This design comes from an exercise in tuning for small area, a short achievable clock period and few clock cycles on the open sky130 flow, not from production work.
Only simulation tests tie the RTL to the original design; equivalence was not proved.
Power figures rest on the tool's default switching activity, not on a simulated workload.

==> flow/design.v <==
`timescale 1ns/1ns
module cpu(
        input Clk,
        input Reset_N,
        output i_readM,
        output i_writeM,
        output [15:0] i_address,
        input [15:0] i_data,
        output d_readM,
        output d_writeM,
        output [15:0] d_address,
        input [15:0] d_data_in,
        output [15:0] d_data_out,
        output reg [15:0] num_inst,
        output reg [15:0] output_port,
        output is_halted
);
    assign i_readM = 1'b1;
    assign i_writeM = 1'b0;
    reg [7:0]  pc;
    reg [15:0] ir;
    reg        v_ex;
    reg [8:0]  pcp1_ex;
    reg        m_b, m_nb, m_imm, m_tcp, m_cin;      
    reg        x_br, x_jr, x_pt;                    
    reg [4:0]  sel_a, sel_b;                        
    reg [15:0] res;
    reg [15:0] sdata;
    reg [1:0]  rd_m;
    reg        we_m, ld_m, st_m, wwd_m, hlt_m, cnt_m;
    reg [15:0] r0, r1, r2, r3;
    wire [3:0] f_op = i_data[15:12];
    wire [5:0] f_fn = i_data[5:0];
    wire [1:0] f_rs = i_data[11:10];
    wire [1:0] f_rt = i_data[9:8];
    wire [7:0] f_imm = i_data[7:0];
    wire f_isR   = (f_op == 4'd15);
    wire f_r_alu = f_isR & ~f_fn[4];
    wire f_r_jr  = f_isR & f_fn[4] & ~f_fn[2];
    wire f_r_hlt = f_isR & f_fn[4] & f_fn[2] & f_fn[0];
    wire f_isBr  = (f_op[3:2] == 2'b00);
    wire f_jump  = f_op[3] & ~f_op[2] & (f_op[1] | f_op[0]);
    wire f_use_rs = ~((f_op == 4'd6) | (f_op == 4'd14) | f_jump | f_r_hlt);
    wire f_use_rt = (f_r_alu & ~f_fn[2]) | (f_isBr & ~f_op[1]) | (f_op == 4'd8);
    wire f_pt = f_isBr & ((f_imm[7:5] == 3'b111) | ((f_imm[7:5] == 3'b000) & ~f_op[0]));
    wire [8:0] pcp1 = {1'b0, pc} + 9'd1;
    wire [4:0] t_p = pc[4:0] ^ f_imm[4:0];
    wire [4:0] t_g = pc[4:0] & f_imm[4:0];
    wire c1 = pc[0] | f_imm[0];
    wire c2 = t_g[1] | (t_p[1] & pc[0]) | (t_p[1] & f_imm[0]);
    wire g32 = t_g[3] | (t_p[3] & t_g[2]);
    wire p32 = t_p[3] & t_p[2];
    wire c3 = t_g[2] | (t_p[2] & t_g[1]) | (t_p[2] & t_p[1] & pc[0]) | (t_p[2] & t_p[1] & f_imm[0]);
    wire c4 = g32 | (p32 & c2);
    wire c5 = t_g[4] | (t_p[4] & g32) | (t_p[4] & p32 & c2);
    wire [2:0] pc_hi_m1 = pc[7:5] - 3'd1;
    wire [2:0] pc_hi_p1 = pc[7:5] + 3'd1;
    wire [2:0] t_hi = f_imm[7] ? (c5 ? pc[7:5] : pc_hi_m1) : (c5 ? pc_hi_p1 : pc[7:5]);
    wire [7:0] f_btgt = {t_hi, t_p ^ {c4, c3, c2, c1, 1'b1}};
    reg [7:0] f_rsv;
    always @(*) begin
        case (f_rs)
            2'd0: f_rsv = r0[7:0];
            2'd1: f_rsv = r1[7:0];
            2'd2: f_rsv = r2[7:0];
            default: f_rsv = r3[7:0];
        endcase
    end
    wire [3:0] op  = ir[15:12];
    wire [5:0] fn  = ir[5:0];
    wire [1:0] rs  = ir[11:10];
    wire [1:0] rt  = ir[9:8];
    wire [1:0] rdf = ir[7:6];
    wire [7:0] imm = ir[7:0];
    wire [15:0] simm = {{8{imm[7]}}, imm};
    wire isR    = (op == 4'd15);
    wire r_alu  = isR & ~fn[4];
    wire r_jrl  = isR & fn[4] & ~fn[2] & fn[1];
    wire r_wwd  = isR & fn[4] & fn[2] & ~fn[0];
    wire r_hlt  = isR & fn[4] & fn[2] & fn[0];
    wire isADI  = (op == 4'd4);
    wire isORI  = (op == 4'd5);
    wire isLHI  = (op == 4'd6);
    wire isLWD  = (op == 4'd7);
    wire isSWD  = (op == 4'd8);
    wire isJAL  = (op == 4'd10);
    wire isNOP  = (op == 4'd14);
    wire go = v_ex;
    wire [15:0] A = ({16{sel_a[0]}} & r0) | ({16{sel_a[1]}} & r1) | ({16{sel_a[2]}} & r2)
                  | ({16{sel_a[3]}} & r3) | ({16{sel_a[4]}} & res);
    wire [15:0] B = ({16{sel_b[0]}} & r0) | ({16{sel_b[1]}} & r1) | ({16{sel_b[2]}} & r2)
                  | ({16{sel_b[3]}} & r3) | ({16{sel_b[4]}} & res);
    wire [15:0] y = ({16{m_b}} & B) | ({16{m_nb}} & ~B) | ({16{m_imm}} & simm) | {16{m_tcp}};
    wire [15:0] pg = A ^ y;
    wire [15:0] gb = ({16{m_b}} & A & B) | ({16{m_nb}} & A & ~B) | ({16{m_imm}} & A & simm);
    wire c0x = (m_nb & (A[0] | ~B[0])) | (m_tcp & ~A[0]);
    wire c1x = gb[0] | c0x;
    wire [15:0] gg0 = {gb[15:1], c1x};
    wire [15:0] gp0 = {pg[15:1], 1'b0};
    wire [15:0] gg1, gp1, gg2, gp2, gg3, gp3, gg4;
    genvar gi;
    generate
        for (gi = 0; gi < 16; gi = gi + 1) begin : pfx
            if (gi == 1) begin : l1b
                assign gg1[gi] = gb[1] | (pg[1] & gb[0]) | (pg[1] & c0x);
                assign gp1[gi] = 1'b0;
            end else if (gi >= 2) begin : l1
                assign gg1[gi] = gg0[gi] | (gp0[gi] & gg0[gi-1]);
                assign gp1[gi] = gp0[gi] & gp0[gi-1];
            end else begin : l1n
                assign gg1[gi] = gg0[gi];
                assign gp1[gi] = gp0[gi];
            end
            if (gi >= 2) begin : l2
                assign gg2[gi] = gg1[gi] | (gp1[gi] & gg1[gi-2]);
                assign gp2[gi] = gp1[gi] & gp1[gi-2];
            end else begin : l2n
                assign gg2[gi] = gg1[gi];
                assign gp2[gi] = gp1[gi];
            end
            if (gi >= 4) begin : l3
                assign gg3[gi] = gg2[gi] | (gp2[gi] & gg2[gi-4]);
                assign gp3[gi] = gp2[gi] & gp2[gi-4];
            end else begin : l3n
                assign gg3[gi] = gg2[gi];
                assign gp3[gi] = gp2[gi];
            end
            if (gi >= 8) begin : l4
                assign gg4[gi] = gg3[gi] | (gp3[gi] & gg3[gi-8]);
            end else begin : l4n
                assign gg4[gi] = gg3[gi];
            end
        end
    endgenerate
    wire [15:0] sum = pg ^ {gg4[14:0], m_cin};
    reg [15:0] other;
    reg sel_sum;
    always @(*) begin
        sel_sum = 1'b0;
        other = A;                                             
        if (isR) begin
            if (fn[4]) begin
                if (fn[1]) other = {7'd0, pcp1_ex};            
            end else case (fn[2:0])
                3'd2: other = gb;
                3'd3: other = gb | pg;
                3'd4: other = ~A;
                3'd6: other = {A[14:0], 1'b0};
                3'd7: other = {A[15], A[15:1]};
                default: sel_sum = 1'b1;                       
            endcase
        end else if (isORI) other = gb | pg;
        else if (isLHI) other = {imm, 8'h00};
        else if (isJAL) other = {7'd0, pcp1_ex};
        else sel_sum = 1'b1;                                   
    end
    wire [15:0] alu = sel_sum ? sum : other;
    wire a_eq_b = (A == B);
    wire a_nz = |A;
    reg br_cond;
    always @(*) begin
        case (op[1:0])
            2'd0: br_cond = ~a_eq_b;           
            2'd1: br_cond = a_eq_b;            
            2'd2: br_cond = ~A[15] & a_nz;     
            default: br_cond = A[15];          
        endcase
    end
    wire [7:0] br_target = pcp1_ex[7:0] + imm;
    wire redirect = go & ((x_br & (br_cond ^ x_pt)) | (x_jr & (A[7:0] != pc)));
    wire [7:0] target = x_jr ? A[7:0] : x_pt ? pcp1_ex[7:0] : br_target;
    wire we_ex = r_alu | isADI | isORI | isLHI | isLWD | isJAL | r_jrl;
    wire [1:0] dst_ex = (isJAL | r_jrl) ? 2'd2 : isR ? rdf : rt;
    wire f_seq = ~(f_pt | f_jump | f_r_jr);
    wire keep = ~redirect & ~haz;
    wire s_red = Reset_N & redirect;
    wire s_hold = Reset_N & ~redirect & haz;
    wire s_bt = Reset_N & keep & f_pt;
    wire s_j = Reset_N & keep & f_jump;
    wire s_jr = Reset_N & keep & f_r_jr;
    wire s_seq = Reset_N & keep & f_seq;
    always @(posedge Clk) begin
        pc <= ({8{s_red}} & target) | ({8{s_hold}} & pc) | ({8{s_bt}} & f_btgt)
            | ({8{s_j}} & f_imm) | ({8{s_jr}} & f_rsv) | ({8{s_seq}} & pcp1[7:0]);
    end
    wire fwd_a_nx = go & we_ex & (dst_ex == f_rs);
    wire fwd_b_nx = go & we_ex & (dst_ex == f_rt);
    wire haz = go & isLWD & ((f_use_rs & (dst_ex == f_rs)) | (f_use_rt & (dst_ex == f_rt)));
    wire f_sub = f_isR & (f_fn[2:0] == 3'd1);
    wire f_tcp = f_isR & (f_fn[2:0] == 3'd5);
    always @(posedge Clk) begin
        v_ex <= Reset_N & ~redirect & ~haz;
        ir <= i_data;
        pcp1_ex <= pcp1;
        m_b <= f_isR & ~f_fn[2] & (f_fn[1:0] != 2'd1);
        m_nb <= f_sub;
        m_imm <= ~f_isR & ~f_isBr;
        m_tcp <= f_tcp;
        m_cin <= f_sub | f_tcp;
        x_br <= f_isBr & (|f_imm);
        x_pt <= f_pt;
        x_jr <= f_r_jr;
        sel_a <= fwd_a_nx ? 5'b10000 : {1'b0, f_rs == 2'd3, f_rs == 2'd2, f_rs == 2'd1, f_rs == 2'd0};
        sel_b <= fwd_b_nx ? 5'b10000 : {1'b0, f_rt == 2'd3, f_rt == 2'd2, f_rt == 2'd1, f_rt == 2'd0};
    end
    always @(posedge Clk) begin
        res   <= alu;
        sdata <= B;
        rd_m  <= dst_ex;
        we_m  <= go & we_ex;
        ld_m  <= go & isLWD;
        st_m  <= go & isSWD;
        wwd_m <= go & r_wwd;
        hlt_m <= go & r_hlt;
        cnt_m <= go & ~isNOP & ~r_hlt;
    end
    wire [15:0] wdata = Reset_N ? (ld_m ? d_data_in : res) : 16'd0;
    always @(posedge Clk) begin
        if (!Reset_N || (we_m && rd_m == 2'd0)) r0 <= wdata;
        if (!Reset_N || (we_m && rd_m == 2'd1)) r1 <= wdata;
        if (!Reset_N || (we_m && rd_m == 2'd2)) r2 <= wdata;
        if (!Reset_N || (we_m && rd_m == 2'd3)) r3 <= wdata;
    end
    always @(posedge Clk) begin
        if (!Reset_N) num_inst <= 16'd0;
        else num_inst <= num_inst + {15'd0, cnt_m};
        if (wwd_m) output_port <= res;
    end
    assign i_address = {8'd0, pc};
    assign d_readM = ld_m;
    assign d_writeM = st_m;
    assign d_address = res;
    assign d_data_out = sdata;
    assign is_halted = hlt_m;
endmodule
clock: 12.0 ns
lec_check: 0
abc_clock_period_in_ps: 1500
cap_margin: 20
core_margin: 2
core_utilization: 40
cts_buf_list: sky130_fd_sc_hd__clkbuf_8
slew_margin: 20
standard.sh (not shown) runs the stock make flow with config.mk's settings and CLKGATE_MAP_FILE= SYNTH_SCRIPT=/design/flow/synth_recipe.tcl, a recipe that flattens the netlist after the stock synthesis.
==> flow/flow/run.sh <==
#!/bin/bash
# The standard layout (the standard.sh: ORFS from synthesis to the final
# layout, with config.mk's settings), with two changes:
#  - every repair_timing step aims at a setup slack of 8.0 ns at the design's
#    clock period, so gate sizing and buffering work on the paths that set the
#    period the design achieves;
#  - the port buffers that buffer_ports puts on every input and output are
#    buf_1 cells (resized later as timing needs) instead of the delay-buffer
#    cells it picks by default.
# The SDC, the clock period and the synthesis are the standard ones.
# make's output goes to standard_flow.log; each ORFS step writes its own log
# under orfs/logs/.
set -euo pipefail
bash standard.sh SETUP_SLACK_MARGIN=8.0 "BUFFER_PORTS_ARGS=-buffer_cell sky130_fd_sc_hd__buf_1" finish > standard_flow.log 2>&1
Testbench counts at the start, summed over its fixed seeds: cycles 38,905.
Change:
--- a/flow/design.v
+++ b/flow/design.v
@@ -133,5 +133,5 @@
         end
     endgenerate
-    wire [15:0] sum = pg ^ {gg4[14:0], m_cin};
+    wire [15:0] cy = {gg4[14:0], m_cin};
     reg [15:0] other;
     reg sel_sum;
@@ -155,5 +155,7 @@
         else sel_sum = 1'b1;                                   
     end
-    wire [15:0] alu = sel_sum ? sum : other;
+    wire [15:0] alu_c0 = sel_sum ? pg : other;
+    wire [15:0] alu_c1 = sel_sum ? ~pg : other;
+    wire [15:0] alu = (cy & alu_c1) | (~cy & alu_c0);
     wire a_eq_b = (A == B);
     wire a_nz = |A;
Outcome:
- via count falls by 3.7%
- final cell count falls by 1.6%
- sequential share of layout area barely changes
- area after synthesis falls by 0.52%
- maximum frequency falls by 0.86%
- routed wire length falls by 0.54%
- core utilization stays flat
- clock power falls by 13%
- sequential power stays flat
- combinational power barely changes
Testbench counts after the change, summed over its fixed seeds: cycles 38,905.

==> re-timing with driven ports <==
The results above use ideal ports. As a check the final layouts listed here were re-extracted and re-timed, cells and wires unchanged.
Step 1: set_driving_cell puts a clkbuf_16 on Clk and a buf_2 on each other input, an assumption about the parent block.
Step 2 moves the port delays by t, midway between the first and last clock arrival at a register: inputs arrive t later, outputs are due t later. That takes back most of the time a late clock gives input paths.
a / b / c = no drivers / after step 1 / after step 2; a / b = the first two.
run | t (ns) | setup slack, ns | worst slew at a driven data input, ns | cell pins on the clock port's net
the first run | 0.532 | 8.041 / 8.051 / 7.519 | 0.04 | 1
the second run | 0.533 | 8.006 / 8.016 / 7.483 | 0.05 | 1
After both steps setup and hold are still met in every run listed. The setup slack of the second run, which loses most, moves by +0.010 ns with the drivers and by -0.523 ns with both steps.
